This design comes from an exercise in tuning for small area and a short achievable clock period on the open sky130 flow, not from production work.
Function was checked by simulation only, so behaviour that the tests miss may differ from the original.
Power is estimated from default activity; no workload was simulated.

### config.mk
export PLATFORM = sky130hd
export DESIGN_NAME = scarf_pat_gen_top
export DESIGN_NICKNAME = scarf_pat_gen_top
export VERILOG_FILES = /design/flow/design.v
export SDC_FILE = /design/flow/constraint.sdc
export NUM_CORES = 4
export LEC_CHECK = 0
export CAP_MARGIN = 20
export CORE_MARGIN = 2
export CORE_UTILIZATION = 40
export SLEW_MARGIN = 20
### constraint.sdc
create_clock -name core_clock -period 6.0 [get_ports {clk}]
set_input_delay 1.2000 -clock core_clock [delete_from_list [all_inputs] [get_ports {clk}]]
set_output_delay 1.2000 -clock core_clock [all_outputs]
set_load 0.01 [all_outputs]
### design.v
module scarf_regmap_pat_gen
  ( input  logic        clk,
    input  logic        rst_n_sync,
    input  logic  [7:0] data_in,
    input  logic        data_in_valid,
    input  logic        data_in_finished,
    input  logic  [6:0] slave_id,
    input  logic        rnw,
    output logic  [7:0] read_data_out_pat_gen,
    output logic [12:0] end_address_pat_gen,
    output logic        enable_pat_gen,
    output logic        repeat_enable_pat_gen,
    output logic  [1:0] num_gpio_sel_pat_gen,
    output logic  [2:0] timestep_sel_pat_gen,
    output logic  [3:0] stage1_count_sel_pat_gen
    );
    parameter SLAVE_ID    = 7'h01;
    parameter MAX_ADDRESS = 4'd3;
    logic [7:0] registers[3:0];
    logic [3:0] address;
    logic       first_byte;
    logic       final_byte;
    logic       valid_slave;
    logic       valid_read;
    logic       valid_write;
    logic       first_byte_slave_id;
    assign valid_slave = (slave_id == SLAVE_ID);
    always_ff @(posedge clk, negedge rst_n_sync)
      if (~rst_n_sync)                       first_byte <= 1'd1;
      else if (data_in_finished)             first_byte <= 1'd1;
      else if (data_in_valid && valid_slave) first_byte <= 1'd0;
    always_ff @(posedge clk, negedge rst_n_sync)
        if (~rst_n_sync)                                                  address <= 'd0;
        else if (data_in_finished)                                        address <= 'd0;
        else if (valid_slave && data_in_valid && first_byte)              address <= data_in[3:0];
        else if (valid_slave && data_in_valid && (address < MAX_ADDRESS)) address <= address + 1'b1;
    always_ff @(posedge clk, negedge rst_n_sync)
        if (~rst_n_sync)                                                                    final_byte <= 1'b0;
        else if (data_in_finished)                                                          final_byte <= 1'b0;
        else if (valid_slave && data_in_valid && (!first_byte) && (address == MAX_ADDRESS)) final_byte <= 1'b1;
    assign valid_read = valid_slave && rnw && (!first_byte) && (!final_byte);
    assign first_byte_slave_id = valid_slave && rnw && first_byte;
    always_comb
      read_data_out_pat_gen[7:0] =  ({8{valid_read && (address <= MAX_ADDRESS)}} & registers[address[1:0]]) | ({8{first_byte_slave_id}} & {1'b0,SLAVE_ID});
    assign valid_write = valid_slave && (!rnw) && data_in_valid && (!first_byte) && (!final_byte);
    integer i;
    always_ff @(posedge clk, negedge rst_n_sync)
      if (~rst_n_sync)      for (i=0; i<=MAX_ADDRESS; i=i+1) registers[i]       <= 8'h00;
      else if (valid_write && (address <= MAX_ADDRESS))      registers[address[1:0]] <= data_in;
    always_comb begin
      end_address_pat_gen      = {registers[2][4:0],registers[3]};
      enable_pat_gen           = registers[0][0];
      repeat_enable_pat_gen    = registers[0][1];
      stage1_count_sel_pat_gen = registers[0][7:4];
      num_gpio_sel_pat_gen     = registers[1][1:0];
      timestep_sel_pat_gen     = registers[1][5:3];
    end
endmodule
module pattern_gen(
    input  logic        clk,
    input  logic        rst_n,
    input  logic        enable_pat_gen,
    input  logic [12:0] end_address_pat_gen,
    input  logic  [1:0] num_gpio_sel_pat_gen,  
    input  logic  [2:0] timestep_sel_pat_gen,
    input  logic  [3:0] stage1_count_sel_pat_gen,
    input  logic        repeat_enable_pat_gen,
    output logic        pattern_active,
    output logic        pattern_done,
    output logic  [7:0] gpio_pat_gen_out,
    input  logic  [7:0] bram_read_data,
    output logic [12:0] bram_addr
    );
    logic        reached_final_address;
    logic        reached_final_bit_count;
    logic        enable_pat_gen_delay;
    logic        enable_pat_gen_rise_edge;
    logic [12:0] current_address;
    logic  [2:0] bit_count;
    logic [25:0] timestep_counter;
    logic [25:0] final_timestep_count;
    logic        reached_final_timestep_count;
    logic        timestep_change;
    logic        timestep_change_delay;
    logic  [7:0] gpio_mask;
    logic  [7:0] gpio_pat_gen_comb;
    logic        enable_bit_counter;
    logic        pattern_active_hold;
    logic        reached_final_stage1_count;
    logic  [3:0] stage1_counter;
    logic  [3:0] final_stage1_count;
    assign reached_final_address = (current_address == end_address_pat_gen);
    assign reached_final_bit_count  = ((num_gpio_sel_pat_gen ==  2'b00) && (bit_count == 3'd7)) ||
                                      ((num_gpio_sel_pat_gen ==  2'b01) && (bit_count == 3'd6)) ||
                                      ((num_gpio_sel_pat_gen ==  2'b10) && (bit_count == 3'd4)) ||
                                      ((num_gpio_sel_pat_gen ==  2'b11) && (bit_count == 3'd0));
    always_ff @(posedge clk, negedge rst_n)
      if (~rst_n) enable_pat_gen_delay <= 1'b0;
      else        enable_pat_gen_delay <= enable_pat_gen;
    assign enable_pat_gen_rise_edge = (enable_pat_gen && (!enable_pat_gen_delay));
    always_ff @(posedge clk, negedge rst_n)
      if (~rst_n)                                                                                                      pattern_active <= 1'b0;
      else if (!enable_pat_gen && (!repeat_enable_pat_gen))                                                            pattern_active <= 1'b0;
      else if (repeat_enable_pat_gen || enable_pat_gen_rise_edge)                                                      pattern_active <= 1'b1;
      else if (reached_final_address && reached_final_bit_count && reached_final_timestep_count && enable_bit_counter) pattern_active <= 1'b0;
   always_ff @(posedge clk, negedge rst_n)
     if (~rst_n) pattern_active_hold <= 1'b0;
     else        pattern_active_hold <= pattern_active;
   always_ff @(posedge clk, negedge rst_n)
     if (~rst_n)                                           pattern_done <= 1'b0;
     else if (!enable_pat_gen && (!repeat_enable_pat_gen)) pattern_done <= 1'b0;
     else if (!pattern_active && pattern_active_hold)      pattern_done <= 1'b1;
    always_ff @(posedge clk, negedge rst_n)
      if (~rst_n)                                                                                                          current_address <= '0;
      else if ((!enable_pat_gen && (!repeat_enable_pat_gen)) || (!enable_bit_counter))                                     current_address <= '0;
      else if (!reached_final_address && reached_final_bit_count && reached_final_timestep_count)                          current_address <= current_address + 1;
      else if ( reached_final_address && reached_final_bit_count && reached_final_timestep_count && repeat_enable_pat_gen) current_address <= '0;
    assign bram_addr = current_address;
    always_ff @(posedge clk, negedge rst_n)
      if (~rst_n)                                                                  enable_bit_counter <= 1'b0;
      else if ((!enable_pat_gen && (!repeat_enable_pat_gen)) || (!pattern_active)) enable_bit_counter <= 1'b0;
      else if (pattern_active && reached_final_timestep_count)                     enable_bit_counter <= 1'b1;
    always_ff @(posedge clk, negedge rst_n)
      if (~rst_n)                                                                                                               bit_count <= '0;
      else if ((!enable_pat_gen && (!repeat_enable_pat_gen)) || (!enable_bit_counter))                                          bit_count <= '0;
      else if (!reached_final_bit_count && reached_final_timestep_count && (num_gpio_sel_pat_gen == 2'b00))                     bit_count <= bit_count + 1;
      else if (!reached_final_bit_count && reached_final_timestep_count && (num_gpio_sel_pat_gen == 2'b01))                     bit_count <= bit_count + 2;
      else if (!reached_final_bit_count && reached_final_timestep_count && (num_gpio_sel_pat_gen == 2'b10))                     bit_count <= bit_count + 4;
      else if ( reached_final_bit_count && reached_final_timestep_count && ((!reached_final_address) || repeat_enable_pat_gen)) bit_count <= '0;
    always_comb
        if (stage1_count_sel_pat_gen >= 3'd2) final_stage1_count = stage1_count_sel_pat_gen - 3'd1;
        else if (timestep_sel_pat_gen == '0)  final_stage1_count = 3'd1;  
        else                                  final_stage1_count = 3'd0;
    assign reached_final_stage1_count = (stage1_counter == final_stage1_count);
    always_ff @(posedge clk, negedge rst_n)
      if (~rst_n)                                                                  stage1_counter <= '0;
      else if ((!enable_pat_gen && (!repeat_enable_pat_gen)) || (!pattern_active)) stage1_counter <= '0;
      else if (!reached_final_stage1_count)                                        stage1_counter <= stage1_counter + 1;
      else if ( reached_final_stage1_count)                                        stage1_counter <= '0;
    always_comb
      case(timestep_sel_pat_gen)
        3'd0:    final_timestep_count = 'd0;
        3'd1:    final_timestep_count = 'd10       - 1;
        3'd2:    final_timestep_count = 'd100      - 1;
        3'd3:    final_timestep_count = 'd1000     - 1;  
        3'd4:    final_timestep_count = 'd10000    - 1;
        3'd5:    final_timestep_count = 'd100000   - 1;
        3'd6:    final_timestep_count = 'd1000000  - 1;  
        3'd7:    final_timestep_count = 'd10000000 - 1;  
        default: final_timestep_count = 'd10000000 - 1;
      endcase
    assign reached_final_timestep_count = (timestep_counter == final_timestep_count) && reached_final_stage1_count;
    always_ff @(posedge clk, negedge rst_n)
      if (~rst_n)                                                                                           timestep_counter <= '0;
      else if ((!enable_pat_gen && (!repeat_enable_pat_gen)) || (!pattern_active))                          timestep_counter <= '0;
      else if (!reached_final_timestep_count && (timestep_sel_pat_gen != '0) && reached_final_stage1_count) timestep_counter <= timestep_counter + 1;
      else if ( reached_final_timestep_count)                                                               timestep_counter <= '0;
    always_ff @(posedge clk, negedge rst_n)
      if (~rst_n)                            timestep_change <= 1'b0;
      else if (reached_final_timestep_count) timestep_change <= 1'b1;
      else                                   timestep_change <= 1'b0;
    always_ff @(posedge clk, negedge rst_n)
      if (~rst_n) timestep_change_delay <= 1'b0;
      else        timestep_change_delay <= timestep_change && pattern_active;
    always_comb
      case(num_gpio_sel_pat_gen)
        2'b00: gpio_mask = 8'b0000_0001;
        2'b01: gpio_mask = 8'b0000_0011;
        2'b10: gpio_mask = 8'b0000_1111;
        2'b11: gpio_mask = 8'b1111_1111;
      endcase
    always_comb begin
      gpio_pat_gen_comb[7] = bram_read_data[bit_count];
      for (int k = 1; k < 8; k++)
        gpio_pat_gen_comb[7-k] = (k >= bit_count) ? bram_read_data[3'(k - bit_count)] : 1'b0;
    end
    always_ff @(posedge clk, negedge rst_n)
      if (~rst_n)                                           gpio_pat_gen_out <= 8'b0000_0000;
      else if (!enable_pat_gen && (!repeat_enable_pat_gen)) gpio_pat_gen_out <= 8'b0000_0000;
      else if (timestep_change_delay)                       gpio_pat_gen_out <= gpio_pat_gen_comb & gpio_mask;
endmodule
module scarf_bram
  ( input  logic        clk,
    input  logic        rst_n_sync,
    input  logic  [7:0] data_in,
    input  logic        data_in_valid,
    input  logic        data_in_finished,
    input  logic  [6:0] slave_id,
    input  logic        rnw,
    output logic  [7:0] read_data_out, 
    input  logic  [7:0] scarf_bram_read_data,
    output logic  [7:0] scarf_bram_write_data,
    output logic [12:0] scarf_bram_addr,
    output logic        scarf_bram_wen,
    output logic        scarf_bram_ren
    );
    parameter SLAVE_ID    = 7'h02;
    parameter MAX_ADDRESS = 13'h1FFF;
    logic  [1:0] byte_count;
    logic        valid_slave;
    assign valid_slave = (slave_id == SLAVE_ID);
    always_ff @(posedge clk, negedge rst_n_sync)
      if (~rst_n_sync)                                           byte_count <= 'd0;
      else if (data_in_finished)                                 byte_count <= 'd0;
      else if (valid_slave && data_in_valid && (byte_count < 3)) byte_count <= byte_count + 1'd1;
    always_ff @(posedge clk, negedge rst_n_sync)
      if (~rst_n_sync)                                                                                            scarf_bram_addr       <= 'd0;
      else if (valid_slave && data_in_valid && (byte_count == 'd0))                                               scarf_bram_addr[12:8] <= data_in;
      else if (valid_slave && data_in_valid && (byte_count == 'd1))                                               scarf_bram_addr[7:0]  <= data_in;
      else if (valid_slave && data_in_valid && (byte_count >= 'd2) && (scarf_bram_addr != MAX_ADDRESS) &&   rnw)  scarf_bram_addr       <= scarf_bram_addr + 1'b1;
      else if (valid_slave && data_in_valid && (byte_count == 'd3) && (scarf_bram_addr != MAX_ADDRESS) && (!rnw)) scarf_bram_addr       <= scarf_bram_addr + 1'b1;
      else if (byte_count == 'd0)                                                                                 scarf_bram_addr       <= 'd0;
    always_ff @(posedge clk, negedge rst_n_sync)
      if (~rst_n_sync)                                         scarf_bram_write_data <= 8'd0;
      else if (data_in_valid && (byte_count >= 'd2) && (!rnw)) scarf_bram_write_data <= data_in;
    always_ff @(posedge clk, negedge rst_n_sync)
      if (~rst_n_sync)                                         scarf_bram_wen <= 1'b0;
      else if (data_in_valid && (byte_count >= 'd2) && (!rnw)) scarf_bram_wen <= 1'b1;
      else                                                     scarf_bram_wen <= 1'b0;
    always_ff @(posedge clk, negedge rst_n_sync)
      if (~rst_n_sync)                                      scarf_bram_ren <= 1'b0;
      else if (data_in_valid && (byte_count == 'd1) && rnw) scarf_bram_ren <= 1'b1;
      else if (byte_count == 'd0)                           scarf_bram_ren <= 1'b0;
    always_ff @(posedge clk, negedge rst_n_sync)
      if (~rst_n_sync)                             read_data_out <= 8'd0;
      else if (!valid_slave)                       read_data_out <= 8'd0;
      else if (valid_slave && (byte_count == 'd0)) read_data_out <= {1'b0,SLAVE_ID};
      else if (scarf_bram_ren)                     read_data_out <= scarf_bram_read_data;
endmodule
module scarf_pat_gen_top
( input  logic        clk,
  input  logic        rst_n_sync,
  input  logic  [7:0] data_in,
  input  logic        data_in_valid,
  input  logic        data_in_finished,
  input  logic  [6:0] slave_id,
  input  logic        rnw,
  output logic  [7:0] read_data_out,
  output logic  [7:0] gpio_pat_gen_out,
  output logic        pattern_done,
  output logic [12:0] bram_addr,
  output logic        bram_wen,
  output logic        bram_ren,
  output logic  [7:0] bram_write_data,
  input  logic  [7:0] bram_read_data
 );
  logic  [7:0] read_data_out_bram;
  logic  [7:0] read_data_out_pat_gen;
  logic        scarf_bram_wen;
  logic        scarf_bram_ren;
  logic [12:0] scarf_bram_addr;
  logic [12:0] pat_gen_bram_addr;
  logic [12:0] end_address_pat_gen;
  logic        enable_pat_gen;
  logic        repeat_enable_pat_gen;
  logic  [1:0] num_gpio_sel_pat_gen;
  logic  [2:0] timestep_sel_pat_gen;
  logic  [3:0] stage1_count_sel_pat_gen;
  logic        pattern_active;
  assign read_data_out = read_data_out_bram | read_data_out_pat_gen;
  scarf_regmap_pat_gen
  # ( .SLAVE_ID( 7'h01 ) )
  u_scarf_regmap_pattern_gen
  ( .clk                  (clk),
    .rst_n_sync           (rst_n_sync),
    .data_in              (data_in),
    .data_in_valid        (data_in_valid),
    .data_in_finished     (data_in_finished),
    .slave_id,
    .rnw,
    .read_data_out_pat_gen,
    .end_address_pat_gen,
    .enable_pat_gen,
    .repeat_enable_pat_gen,
    .num_gpio_sel_pat_gen,
    .timestep_sel_pat_gen,
    .stage1_count_sel_pat_gen
   );
  pattern_gen u_pattern_gen
  ( .clk                    (clk),
    .rst_n                  (rst_n_sync),
    .enable_pat_gen,
    .end_address_pat_gen,
    .num_gpio_sel_pat_gen,
    .timestep_sel_pat_gen,
    .stage1_count_sel_pat_gen,
    .repeat_enable_pat_gen,
    .pattern_active,
    .pattern_done,
    .gpio_pat_gen_out,
    .bram_read_data,
    .bram_addr              (pat_gen_bram_addr)
   );
  scarf_bram
  # ( .SLAVE_ID(7'h02) )
  u_scarf_bram
  ( .clk                   (clk),
    .rst_n_sync            (rst_n_sync),
    .data_in               (data_in),
    .data_in_valid         (data_in_valid),
    .data_in_finished      (data_in_finished),
    .slave_id,
    .rnw,
    .read_data_out         (read_data_out_bram),
    .scarf_bram_read_data  (bram_read_data),
    .scarf_bram_write_data (bram_write_data),
    .scarf_bram_addr,
    .scarf_bram_wen,
    .scarf_bram_ren
   );
  assign bram_addr = (pattern_active) ? pat_gen_bram_addr : scarf_bram_addr;
  assign bram_ren  = (pattern_active) ? 1'b1              : scarf_bram_ren;
  assign bram_wen  = (pattern_active) ? 1'b0              : scarf_bram_wen;
endmodule
### run.sh
#!/bin/bash
# synth_recipe.tcl (not shown) runs the flow's synth.tcl, then flattens the netlist and writes it again
# the make line also repeats each setting of config.mk as NAME=value (left out here)
make -C /OpenROAD-flow-scripts/flow DESIGN_CONFIG=/design/flow/config.mk WORK_HOME=/design/flow/orfs CLKGATE_MAP_FILE= SYNTH_SCRIPT=/design/flow/synth_recipe.tcl finish
==> results.cfg <==
[outcome]
status = complete, no violations

[synthesis]
postSynth.asyncResetShare_pct = 100
yosysTopAreaCell = dfrtp_1
syn_area_per_cell_sq_um = 9.32
synth.net_count = 965
synth-seq-cells = 132
yosys_most_used_dff = dfrtp_1
yosysSeqAreaShare_pct = 39.2
syn_area_sq_um = 8430
yosysWarnings = 4
synth_top_area_share_pct = 38.9
synth_cell_types = 77
synthTopCellsByArea = dfrtp_1 (39%), mux2_2 (7.6%), ha_1 (4.7%), nor2_1 (3.5%), a21oi_1 (3.4%)
synth_edf_count = 0
syn-instance-count = 905

[cts]
cts.sinks = 132
clk_pin_slew_ps = 60
cts_buffers = 17
postCtsHoldBufs = 0
cts_root_buf = clkbuf_16
post_cts_buffers = 0
tritoncts = done
ctsResizeCount = 0
cts_buffer_depth = 2
clk_latency_ps = 430
cts.htree.levels = 4

[global_route]
grt_util_met1_pct = 28.5
antenna_found_initial = 0
grt.met3_usage_pct = 3.85
grt_pass1_wl_mm = 35.7
grt_max_degree = 92
grt_usage_pct = 20.3
grt_most_used_layer = met2
first_global_vias = 6638
grtUsageMet2_pct = 32.2
gr-total-overflow = 0

[setup_path]
worst-endpoint-required_ps = 4800
cp.arrival_ps = 3450
critical_path_class = in -> out
critPathLaunchType = input pin
path_max_fanout = 7
cp-end-kind = output port
r2r-start = u_scarf_regmap_pattern_gen.registers[1][4]
crit_start = slave_id[2]

[placed_design]
place_area_sq_um = 9220
place.gp.congestion = 0.826
post-dp-hpwl_mm = 15.1
dpl.cell_count = 1197
portBuffers = 67

[final_layout]
design_area_sq_um = 9800
final_nets = 1001
syn_to_final_growth_pct = 16.1
antenna_cells = 0
fin_cells = 1229
drive_gt1_share_pct = 13.6
nFillCells = 2001

[min_path]
holdCritPathClass = reg -> reg
min_from = u_pattern_gen.timestep_change

[floorplanning]
start_util_pct = 40.4
dieArea_sq_um = 22300
fp.dieW_microns = 149
die_h_microns = 149
rows = 53
io_pins = 68
core-area_sq_um = 20900

[drt]
drtAntennaViolNets = 0
drt_iter0_markers = 499
first_pass_iters = 6
viasPerCell = 5.67
drc = 0
routed_wl_mm = 21.7
via_count = 6972
wl_per_cell_microns = 17.6

[timing]
fmax_ghz = 0.215
setup_viol = 0
worst_slew_pin_slew_ps = 1080
slew_headroom_pct = 28.1
fin_tns_setup_ps = 0
final-max-slew-violation-count = 0
hold_violations = 0
fin_skew_ps = 13.1
period_needed_ps = 4650
fin_crit_sh_pct = 77.5
rsz0062_at_grt = false

[power]
p_per_area_nw_per_um2 = 203
p_leak_nw = 4.20
peakVddDrop_v = 0.000157

[run]
maxCapViolations = 0
report_power, final:
part / internal (W) / leakage (nW) / switching [W]
combinational: 0.0000290 / 2.08 / 0.0000425
clock: 0.000561 / 0.279 / 0.000463
sequential: 0.000892 / 1.84 / 0.00000171
total: 0.00148 / 4.20 / 0.000507
cell usage after synthesis (4+ instances only):
master / count
and2_1: 8
and3_1: 15
o311ai_1: 7
nand2_1: 69
a31oi_1: 5
xor2_1: 19
dfrtp_1: 131
nand4_1: 19
o211ai_1: 5
a21o_1: 23
nor2b_1: 9
mux2_2: 57
nor3b_1: 8
o2bb2ai_1: 5
o21ai_1: 31
ha_1: 32
nand3_1: 45
inv_1: 36
nor2_1: 78
buf_6: 4
mux2i_1: 15
nand2b_1: 9
mux4_2: 8
nor4_1: 8
o21ai_0: 26
buf_1: 4
a22o_1: 5
nor3_1: 19
a21oi_1: 57
or2_2: 11
buf_2: 10
clkbuf_1: 33
or3_1: 7
xnor2_1: 10
a222oi_1: 8
a211oi_1: 4
sequential cells by signal, indices dropped and copies added (netlist names):
signal / cells
u_scarf_regmap_pattern_gen.registers: 32
u_pattern_gen.current_address: 13
u_scarf_bram.byte_count: 2
u_pattern_gen.pattern_done: 1
u_scarf_regmap_pattern_gen.final_byte: 1
u_pattern_gen.timestep_change_delay: 1
u_scarf_bram.read_data_out: 8
u_pattern_gen.timestep_counter: 26
u_scarf_bram.scarf_bram_wen: 1
u_pattern_gen.enable_pat_gen_delay: 1
u_pattern_gen.pattern_active_hold: 1
u_scarf_bram.scarf_bram_ren: 1
u_pattern_gen.enable_bit_counter: 1
u_pattern_gen.timestep_change: 1
u_scarf_regmap_pattern_gen.address: 4
u_scarf_bram.scarf_bram_write_data: 8
u_pattern_gen.bit_count: 3
u_pattern_gen.gpio_pat_gen_out: 8
u_pattern_gen.stage1_counter: 4
u_scarf_regmap_pattern_gen.first_byte: 1
u_pattern_gen.pattern_active: 1
u_scarf_bram.scarf_bram_addr: 13
critical path, cell delays in order:
cell	delay [ps]
clkdlybuf4s50_1	400
or4_4	540
nor2_1	160
nand3_1	120
nor2_1	340
a21o_1	170
clkdlybuf4s50_1	520
cell families after synthesis:
| family | synth area share, % |
|---|---|
| compound gates | 17.3 |
| xor+xnor | 3.01 |
| fa+ha+maj | 4.75 |
| buf+inv | 4.64 |
| flops | 39.2 |
| mux | 11.5 |
| simple gates | 19.6 |
per-stage QoR:
step	total power [W]	util, %	hold slack, ps	setup slack [ps]
6_report	0.00199	46.9	458	1350
3_5_place_dp	0.000984	44.2	452	1330
4_1_cts	0.00201	46.9	464	1330
5_1_grt	0.00206	46.9	467	1140
3_3_place_gp	0.000983	44.2	438	1340
2_1_floorplan	0.000926	-	372	2360
layer usage:
layer,wire length [microns],share of wire (%)
met5,0,0
met4,348,1.6
met3,902,4.2
met2,10200,47
met1,10200,47
final timing paths:
kind | to | slack (ps) | depth (start not counted)
setup / recovery | read_data_out[1] | 1350 | 7
hold / removal | u_pattern_gen.timestep_change_delay | 460 | 1
setup reg to reg | u_pattern_gen.current_address[3] | 2730 | 8
hold reg to reg | u_pattern_gen.timestep_change_delay | 460 | 1
max in group asynchronous | u_scarf_regmap_pattern_gen.first_byte | 4030 | 2
min in group asynchronous | u_pattern_gen.timestep_counter[24] | 830 | 1
cell type report:
| cell class | count | area (sq um) | area share, % |
|---|---|---|---|
| clock inverters | 14 | 133 | 1.35 |
| multi-input cells | 683 | 4740 | 48.4 |
| flip-flops and latches | 132 | 3300 | 33.7 |
| repair buffers | 71 | 702 | 7.17 |
| clock buffers | 18 | 439 | 4.48 |
| well taps | 275 | 344 | 3.51 |
| inverters | 36 | 135 | 1.38 |
cells in the final DEF, fill, tap and decap left out, drive strengths merged, types with 7 or more instances in the layout:
cell type      synthesis  final
clkbuf                33     18
mux2                  57     57
clkdlybuf4s50          0     66
a222oi                 8      8
and3                  15     15
a31oi                  7      7
nor2                  78     78
nor2b                  9      9
nand2                 70     70
inv                   36     47
nand2b                10     10
and2                   9      9
xor2                  19     19
o21ai                 59     59
or2                   12     12
nand3                 45     45
o311ai                 7      7
dfrtp                131    131
nor3b                  8      8
or3                    7      7
nor3                  19     19
xnor2                 10     10
ha                    32     32
a21o                  23     23
a21oi                 58     58
nand4                 19     19
mux2i                 15     15
nor4                  10     10
mux4                   8      8

## static timing again, ports no longer ideal
No port has a modelled driver above. Below, the same layout with a new extraction and two added sets of constraints.
Step 1 sets driving cells, clkbuf_16 on the clock port and buf_2 on the other inputs (assumed; they add their load-dependent delay and slew).
Step 2 also shifts input and output timing later by t, the mid clock arrival at the registers, as if the neighbouring blocks saw the same clock.
Slacks: no drivers / after step 1 / after step 2; pairs: no drivers / after step 1.
t, ns: 0.475
setup slack, ns: 1.349 / 1.326 / 1.326
hold WS [ns]: 0.458 / 0.458 / 0.458
After both steps this run still meets setup and hold. For this run, drivers alone change the setup slack by -0.023 ns; drivers and shift together by -0.023 ns.
